This design comes from an exercise in tuning for small area on the open sky130 flow, not from production work. For this run, only the layout was checked, not whether the RTL still works.

<file path="flow/design.v">
module cordic_pipeline_rtl( clock, reset, ce, angle_in, sin_out, cos_out, valid_out );
input clock, reset, ce;
input signed [11:0] angle_in;
output signed [11:0] sin_out, cos_out;
output valid_out;
reg [3:0] valid_cnt;
always @(posedge clock)
  if (reset == 1'b0) valid_cnt <= 4'd15;
  else if (ce && valid_cnt != 4'd0) valid_cnt <= valid_cnt - 4'd1;
assign valid_out = (valid_cnt == 4'd0);
reg signed [11:0] l1_t;
wire [10:0] d_1;
wire sg_3 = l1_t[11];
wire [10:0] u_2 = l1_t[10:0] ^ {11{sg_3}};
wire e_4 = (u_2 >= 11'd804);
wire e_5 = e_4 ? (u_2 >= 11'd1279) : (u_2 >= 11'd329);
wire e_6 = e_4 ? (e_5 ? (u_2 >= 11'd1530) : (u_2 >= 11'd1028)) : (e_5 ? (u_2 >= 11'd580) : (u_2 >= 11'd78));
reg [9:0] k_7;
always @* case ({e_4,e_5,e_6})
  3'd0: k_7 = 10'd177;
  3'd1: k_7 = 10'd947;
  3'd2: k_7 = 10'd699;
  3'd3: k_7 = 10'd445;
  3'd4: k_7 = 10'd251;
  3'd5: k_7 = 10'd1021;
  3'd6: k_7 = 10'd773;
  3'd7: k_7 = 10'd519;
  default: k_7 = 10'd0;
endcase
wire [9:0] w_8 = u_2[9:0] + k_7;
wire [6:0] sv_9 = (|w_8[9:8]) ? 7'd127 : w_8[7:1];
assign d_1[0] = ~sg_3;
assign d_1[1] = e_4 ^ sg_3;
assign d_1[2] = e_5 ^ sg_3;
assign d_1[3] = e_6 ^ sg_3;
assign d_1[4] = sv_9[6] ^ sg_3;
assign d_1[5] = sv_9[5] ^ sg_3;
assign d_1[6] = sv_9[4] ^ sg_3;
assign d_1[7] = sv_9[3] ^ sg_3;
assign d_1[8] = sv_9[2] ^ sg_3;
assign d_1[9] = sv_9[1] ^ sg_3;
assign d_1[10] = sv_9[0] ^ sg_3;
reg [10:0] l2_d;
reg [10:0] l3_d;
reg [10:0] l4_d;
reg [10:0] l5_d;
reg [10:0] l6_d;
reg [10:0] l7_d;
reg [10:0] l8_d;
reg [10:0] l9_d;
reg [10:0] l10_d;
reg [10:0] l11_d;
reg signed [11:0] x_10, y_11;
always @* case (l11_d[3:0])
  4'd0: begin x_10 = 12'hfb0; y_11 = 12'h970; end
  4'd1: begin x_10 = 12'h690; y_11 = 12'hfb0; end
  4'd2: begin x_10 = 12'h510; y_11 = 12'hbd0; end
  4'd3: begin x_10 = 12'h430; y_11 = 12'h510; end
  4'd4: begin x_10 = 12'h2d0; y_11 = 12'ha10; end
  4'd5: begin x_10 = 12'h5f0; y_11 = 12'h2d0; end
  4'd6: begin x_10 = 12'h670; y_11 = 12'heb0; end
  4'd7: begin x_10 = 12'h150; y_11 = 12'h670; end
  4'd8: begin x_10 = 12'h150; y_11 = 12'h990; end
  4'd9: begin x_10 = 12'h670; y_11 = 12'h150; end
  4'd10: begin x_10 = 12'h5f0; y_11 = 12'hd30; end
  4'd11: begin x_10 = 12'h2d0; y_11 = 12'h5f0; end
  4'd12: begin x_10 = 12'h430; y_11 = 12'haf0; end
  4'd13: begin x_10 = 12'h510; y_11 = 12'h430; end
  4'd14: begin x_10 = 12'h690; y_11 = 12'h050; end
  4'd15: begin x_10 = 12'hfb0; y_11 = 12'h690; end
  default: begin x_10 = 12'h000; y_11 = 12'h000; end
endcase
wire signed [11:0] sy_x_12 = y_11 >>> 4;
wire signed [11:0] sx_x_12 = x_10 >>> 4;
wire [12:0] tx_14 = {x_10, l11_d[4]} + {sy_x_12 ^ {12{l11_d[4]}}, l11_d[4]};
wire [12:0] ty_15 = {y_11, ~l11_d[4]} + {sx_x_12 ^ {12{~l11_d[4]}}, ~l11_d[4]};
wire signed [11:0] x_12 = tx_14[12:1];
wire signed [11:0] y_13 = ty_15[12:1];
wire signed [11:0] sy_x_16 = y_13 >>> 5;
wire signed [11:0] sx_x_16 = x_12 >>> 5;
wire [12:0] tx_18 = {x_12, l11_d[5]} + {sy_x_16 ^ {12{l11_d[5]}}, l11_d[5]};
wire [12:0] ty_19 = {y_13, ~l11_d[5]} + {sx_x_16 ^ {12{~l11_d[5]}}, ~l11_d[5]};
wire signed [11:0] x_16 = tx_18[12:1];
wire signed [11:0] y_17 = ty_19[12:1];
reg signed [11:0] l12_x;
reg signed [11:0] l12_y;
reg [10:6] l12_d;
wire [10:0] dw_20 = {l12_d, 6'd0};
wire signed [11:0] sy_x_21 = l12_y >>> 6;
wire signed [11:0] sx_x_21 = l12_x >>> 6;
wire [12:0] tx_23 = {l12_x, dw_20[6]} + {sy_x_21 ^ {12{dw_20[6]}}, dw_20[6]};
wire [12:0] ty_24 = {l12_y, ~dw_20[6]} + {sx_x_21 ^ {12{~dw_20[6]}}, ~dw_20[6]};
wire signed [11:0] x_21 = tx_23[12:1];
wire signed [11:0] y_22 = ty_24[12:1];
wire signed [11:0] sy_x_25 = y_22 >>> 7;
wire signed [11:0] sx_x_25 = x_21 >>> 7;
wire [12:0] tx_27 = {x_21, dw_20[7]} + {sy_x_25 ^ {12{dw_20[7]}}, dw_20[7]};
wire [12:0] ty_28 = {y_22, ~dw_20[7]} + {sx_x_25 ^ {12{~dw_20[7]}}, ~dw_20[7]};
wire signed [11:0] x_25 = tx_27[12:1];
wire signed [11:0] y_26 = ty_28[12:1];
reg signed [11:0] l13_x;
reg signed [11:0] l13_y;
reg [10:8] l13_d;
wire [10:0] dw_29 = {l13_d, 8'd0};
wire signed [11:0] sy_x_30 = l13_y >>> 8;
wire signed [11:0] sx_x_30 = l13_x >>> 8;
wire [12:0] tx_32 = {l13_x, dw_29[8]} + {sy_x_30 ^ {12{dw_29[8]}}, dw_29[8]};
wire [12:0] ty_33 = {l13_y, ~dw_29[8]} + {sx_x_30 ^ {12{~dw_29[8]}}, ~dw_29[8]};
wire signed [11:0] x_30 = tx_32[12:1];
wire signed [11:0] y_31 = ty_33[12:1];
wire signed [11:0] sy_x_34 = y_31 >>> 9;
wire signed [11:0] sx_x_34 = x_30 >>> 9;
wire [12:0] tx_36 = {x_30, dw_29[9]} + {sy_x_34 ^ {12{dw_29[9]}}, dw_29[9]};
wire [12:0] ty_37 = {y_31, ~dw_29[9]} + {sx_x_34 ^ {12{~dw_29[9]}}, ~dw_29[9]};
wire signed [11:0] x_34 = tx_36[12:1];
wire signed [11:0] y_35 = ty_37[12:1];
wire signed [11:0] sy_x_38 = y_35 >>> 10;
wire signed [11:0] sx_x_38 = x_34 >>> 10;
wire [12:0] tx_40 = {x_34, dw_29[10]} + {sy_x_38 ^ {12{dw_29[10]}}, dw_29[10]};
wire [12:0] ty_41 = {y_35, ~dw_29[10]} + {sx_x_38 ^ {12{~dw_29[10]}}, ~dw_29[10]};
wire signed [11:0] x_38 = tx_40[12:1];
wire signed [11:0] y_39 = ty_41[12:1];
reg signed [11:0] l14_x;
reg signed [11:0] l14_y;
wire signed [23:0] ex_42 = l14_x;
wire signed [23:0] px_43 = ex_42 - (ex_42<<<2) + (ex_42<<<4) - (ex_42<<<5) + (ex_42<<<7) + (ex_42<<<9);
wire signed [11:0] rx_44 = px_43[21:10];
wire signed [23:0] ey_45 = l14_y;
wire signed [23:0] py_46 = ey_45 - (ey_45<<<2) + (ey_45<<<4) - (ey_45<<<5) + (ey_45<<<7) + (ey_45<<<9);
wire signed [11:0] ry_47 = py_46[21:10];
reg signed [11:0] l15_c;
reg signed [11:0] l15_s;
assign cos_out = l15_c;
assign sin_out = l15_s;
always @(posedge clock)
  if (ce) begin
    l1_t <= angle_in;
    l2_d <= d_1;
    l3_d <= l2_d;
    l4_d <= l3_d;
    l5_d <= l4_d;
    l6_d <= l5_d;
    l7_d <= l6_d;
    l8_d <= l7_d;
    l9_d <= l8_d;
    l10_d <= l9_d;
    l11_d <= l10_d;
    l12_x <= x_16;
    l12_y <= y_17;
    l12_d <= l11_d[10:6];
    l13_x <= x_25;
    l13_y <= y_26;
    l13_d <= dw_20[10:8];
    l14_x <= x_38;
    l14_y <= y_39;
    l15_c <= rx_44;
    l15_s <= ry_47;
  end
endmodule
</file>
<file path="flow/run.sh">
#!/bin/bash
# synth_recipe.tcl (not shown) runs the flow's synth.tcl, then flattens the netlist and writes it again
# the make line also repeats each setting of config.mk as NAME=value (left out here)
make -C /OpenROAD-flow-scripts/flow DESIGN_CONFIG=/design/flow/config.mk WORK_HOME=/design/flow/orfs CLKGATE_MAP_FILE= SYNTH_SCRIPT=/design/flow/synth_recipe.tcl finish
</file>
<file path="flow/config.mk">
export PLATFORM = sky130hd
export DESIGN_NAME = cordic_pipeline_rtl
export DESIGN_NICKNAME = cordic_pipeline_rtl
export VERILOG_FILES = /design/flow/design.v
export SDC_FILE = /design/flow/constraint.sdc
export NUM_CORES = 4
export LEC_CHECK = 0
export CAP_MARGIN = 20
export CORE_MARGIN = 2
export CORE_UTILIZATION = 40
export SLEW_MARGIN = 20
</file>
<file path="flow/constraint.sdc">
create_clock -name core_clock -period 4.5 [get_ports {clock}]
set_input_delay 0.9000 -clock core_clock [delete_from_list [all_inputs] [get_ports {clock}]]
set_output_delay 0.9000 -clock core_clock [all_outputs]
set_load 0.01 [all_outputs]
</file>
==> run notes <==
- Antenna violations before repair: 0
- Wire length on met3: 985 microns
- IO Count: 40
- Die area: 50320 sq um
- Simple-gate share of the synthesized area: 10.50%
- Area growth, synth to finish: 40.19%
- # rows: 80
- Wirelength, routed: 44170 microns
- Crit path kind: reg2reg
- Worst-Margin Slew: 1.044 ns
- Post-Syn Area: 19420 sq um
- Total placed cells including tap cells: 2806
- Vias/cell: 5.064
- CTS Root Cell: clkbuf_16
- Remaining antenna violation count after routing: 0
- Post-synthesis mux area share: 1.083%
- GR Util All Layers: 17.05%
- Total CTS buffers: 29
- Number of flops mapped to enable cells by yosys: 226
- Worst-path clk slew: 0.06 ns
- Crit-path slowest cell: edfxtp_1
- Fin Hold WS: 0.4117 ns
- Clock Tree Buf Depth: 3
- Wl on met1: 17820 microns
- Vias in the first global route: 15600
- Fraction of registers with async set/reset: 0%
- RSZ-0062 raised after global routing: true
- Met2 routed WL: 23870 microns
- Syn. warnings: 1
- XOR/XNOR Fraction of Synth Area: 11.95%
- Final setup viols: 38
- Die Wd: 224.3 microns
- Synth Flop Type: edfxtp_1
- Cell Area, Placed: 23960 sq um
- Minimum clock period: 5.971 ns
- CTS Hold Bufs: 0
- Worst Hold Class: reg2reg
- Worst path required time: 4.95 ns
- Final period utilization: 132.7%
- Reg2reg setup slack: -1.47 ns
- CP Max Fanout: 7
- Failed layout checks: negative setup slack
- Post-synthesis adder-cell area fraction: 22.91%
- Outcome: complete, but fails checks
- Max Cap Viol: 0
- Core Region: 47850 sq um
- Syn nets: 2082
- Worst Setup Slack, final: -1.471 ns
- Mean Syn Cell Area: 11.02 sq um
- Antenna diode count: 0
- F_max: 167.5 MHz
- H-tree Lvls: 1
- First-pass GRT wire length: 71810 microns
- Clock sink count: 244
- # port buffers: 39
- Gr ovfl total: 0
- Fin cells: 2990
- CTS tree: yes
- Nets: 2672
- Largest family of logic cells by synthesized area: adder cells
- Clk latency of the worst-skew pair: 0.59 ns
- # DRC: 0
- Highest Signal Layer: met4
- Die Span Y: 224.3 microns
- Share of cells above drive strength 1: 37.01%
- Final instance area: 27220 sq um
- Hold Violations, Final: 0
- Initial Util: 40.58%
- #FFs+latches synth: 244
- CP startpoint kind: flop
- Synth Area in Compound Gates: 13.74%
- Clk_skew: 0.009757 ns
- DR vias: 15140
- Post-synth cell types: 93
- Post-DP HPWL: 32370 microns
- DR WL/cell: 14.77 microns
- Relative slew slack: 30.42%
- Max Slew Vio Count: 0
- Worst path max stage delay: 0.44 ns
- TritonRoute pass-1 iters: 4
- Cells after Synth: 1762
- GPL Wtd Cong: 0.8559
- CP endpoint kind: flop
- Critical Path AT: 6.42 ns
- Largest net degree at the start of global routing: 88
- Sequential share of the synthesized area: 36.81%
- Iter 0 DRT Violations: 556
[cell type report]
| cell class | instances | area, sq um |
|---|---|---|
| Multi-Input combinational cell | 1368 | 13130 |
| Sequential cell | 244 | 7147 |
| Tap cell | 615 | 769.5 |
| Fill cell | 3968 | 20620 |
| Timing Repair Buffer | 582 | 4657 |
| Clock buffer | 36 | 772.0 |
| Clock inverter | 18 | 250.2 |
| Inverter | 127 | 491.7 |
[final timing paths]
path | start | to | cells past startpoint
setup / recovery | l13_d[8]$_DFFE_PP_ | l14_y[11]$_DFFE_PP_ | 30
setup reg to reg | l13_d[8]$_DFFE_PP_ | l14_y[11]$_DFFE_PP_ | 30
hold / removal | l9_d[2]$_DFFE_PP_ | l10_d[2]$_DFFE_PP_ | 0
hold reg to reg | l9_d[2]$_DFFE_PP_ | l10_d[2]$_DFFE_PP_ | 0
[synthesized netlist by cell type (all sizes together), types with 30 or more instances]
master	number	area [sq um]
a21o	51	384.1
a21oi	98	513.0
edfxtp	226	6787
o21ai	74	370.4
nor3	38	205.2
ha	222	2778
fa	83	1662
nand2	71	266.5
xnor2	184	1627
xor2	75	671.9
nand2b	30	187.7
nor2	114	435.4
inv	125	471.7
[state kept, by name, indices dropped and copies added, names as in the netlist, 12 cells and up]
signal and cells:
l13_x 12, l15_s 12, l14_x 12, l1_t 12, l13_y 12, l15_c 12, l12_y 12, l14_y 12
l12_x 12
[cells by family (layout without fill, tap and decap cells)]
kind of cell,count (synthesis),count (layout)
buffers and inverters,150,763
muxes,20,20
adders and majority gates,306,306
AOI/OAI and AO/OA,385,385
and+or+nand+nor,397,397
DFF,244,244
xor gates and xnor gates,260,260
[stage by stage]
| stage | utilization, % | setup TNS (ns) | setup slack, ns |
|---|---|---|---|
| floorplan | - | -26.44 | -1.401 |
| global placement | 50.08 | -35.20 | -1.489 |
| detailed placement | 50.08 | -39.41 | -1.641 |
| CTS | 54.60 | -31.39 | -1.408 |
| global route | 56.89 | -47.59 | -1.857 |
| finish | 56.89 | -34.00 | -1.471 |
[critical path, delay by kind of cell, from the launching register on]
kind                       cells  cell delay (ns)
adders and majority gates      3             0.88
and+or+nand+nor                8             1.29
AOI/OAI and AO/OA             13             2.41
DFF                            1             0.44
buffers and inverters          3             0.38
xor gates and xnor gates       3             0.41
[per-layer routing]
layer / vias up / global-route usage (%)
li1: 7563 / -
met1: 7308 / 19.22
met2: 171 / 32.96
met3: 99 / 2.064
met4: 0 / 5.768
met5: - / 0
[layout by cell type (no fill, tap or decap), drive strengths merged, types with 37 or more instances in the layout]
| cell | n |
|---|---|
| nor3 | 38 |
| ha | 222 |
| edfxtp | 226 |
| a21oi | 98 |
| xnor2 | 184 |
| fa | 83 |
| clkdlybuf4s50 | 38 |
| nand2 | 71 |
| inv | 128 |
| xor2 | 75 |
| buf | 543 |
| clkbuf | 37 |
| a21o | 51 |
| nor2 | 114 |
| o21ai | 74 |
[repair_timing]
item	4_1_cts	5_1_grt
gates cloned	1	0
setup buffers	79	62
endpoints found under the hold margin	0	0
endpoints found under the setup margin	55	60
pin swaps	94	191
resized for setup	115	155

[what the ideal ports hide]
In the flow no input, the clock included, has a driving cell. The finished layout below was timed again as built, in two steps. Step 1 assumes that a clkbuf_16 drives the clock port and a buf_2 every other input. Step 2 also shifts input and output timing later by t, the mid clock arrival at the registers, as if the neighbouring blocks saw the same clock. Slacks: no drivers / after step 1 / after step 2; pairs: no drivers / after step 1.
t, ns: 0.635
setup slack, ns: -1.471 / -1.471 / -1.471
worst hold slack (ns): 0.412 / 0.412 / 0.412
worst data-port slew with drivers (ns): 0.05
For this run, drivers alone change the setup slack by 0.000 ns; drivers and shift together by 0.000 ns.
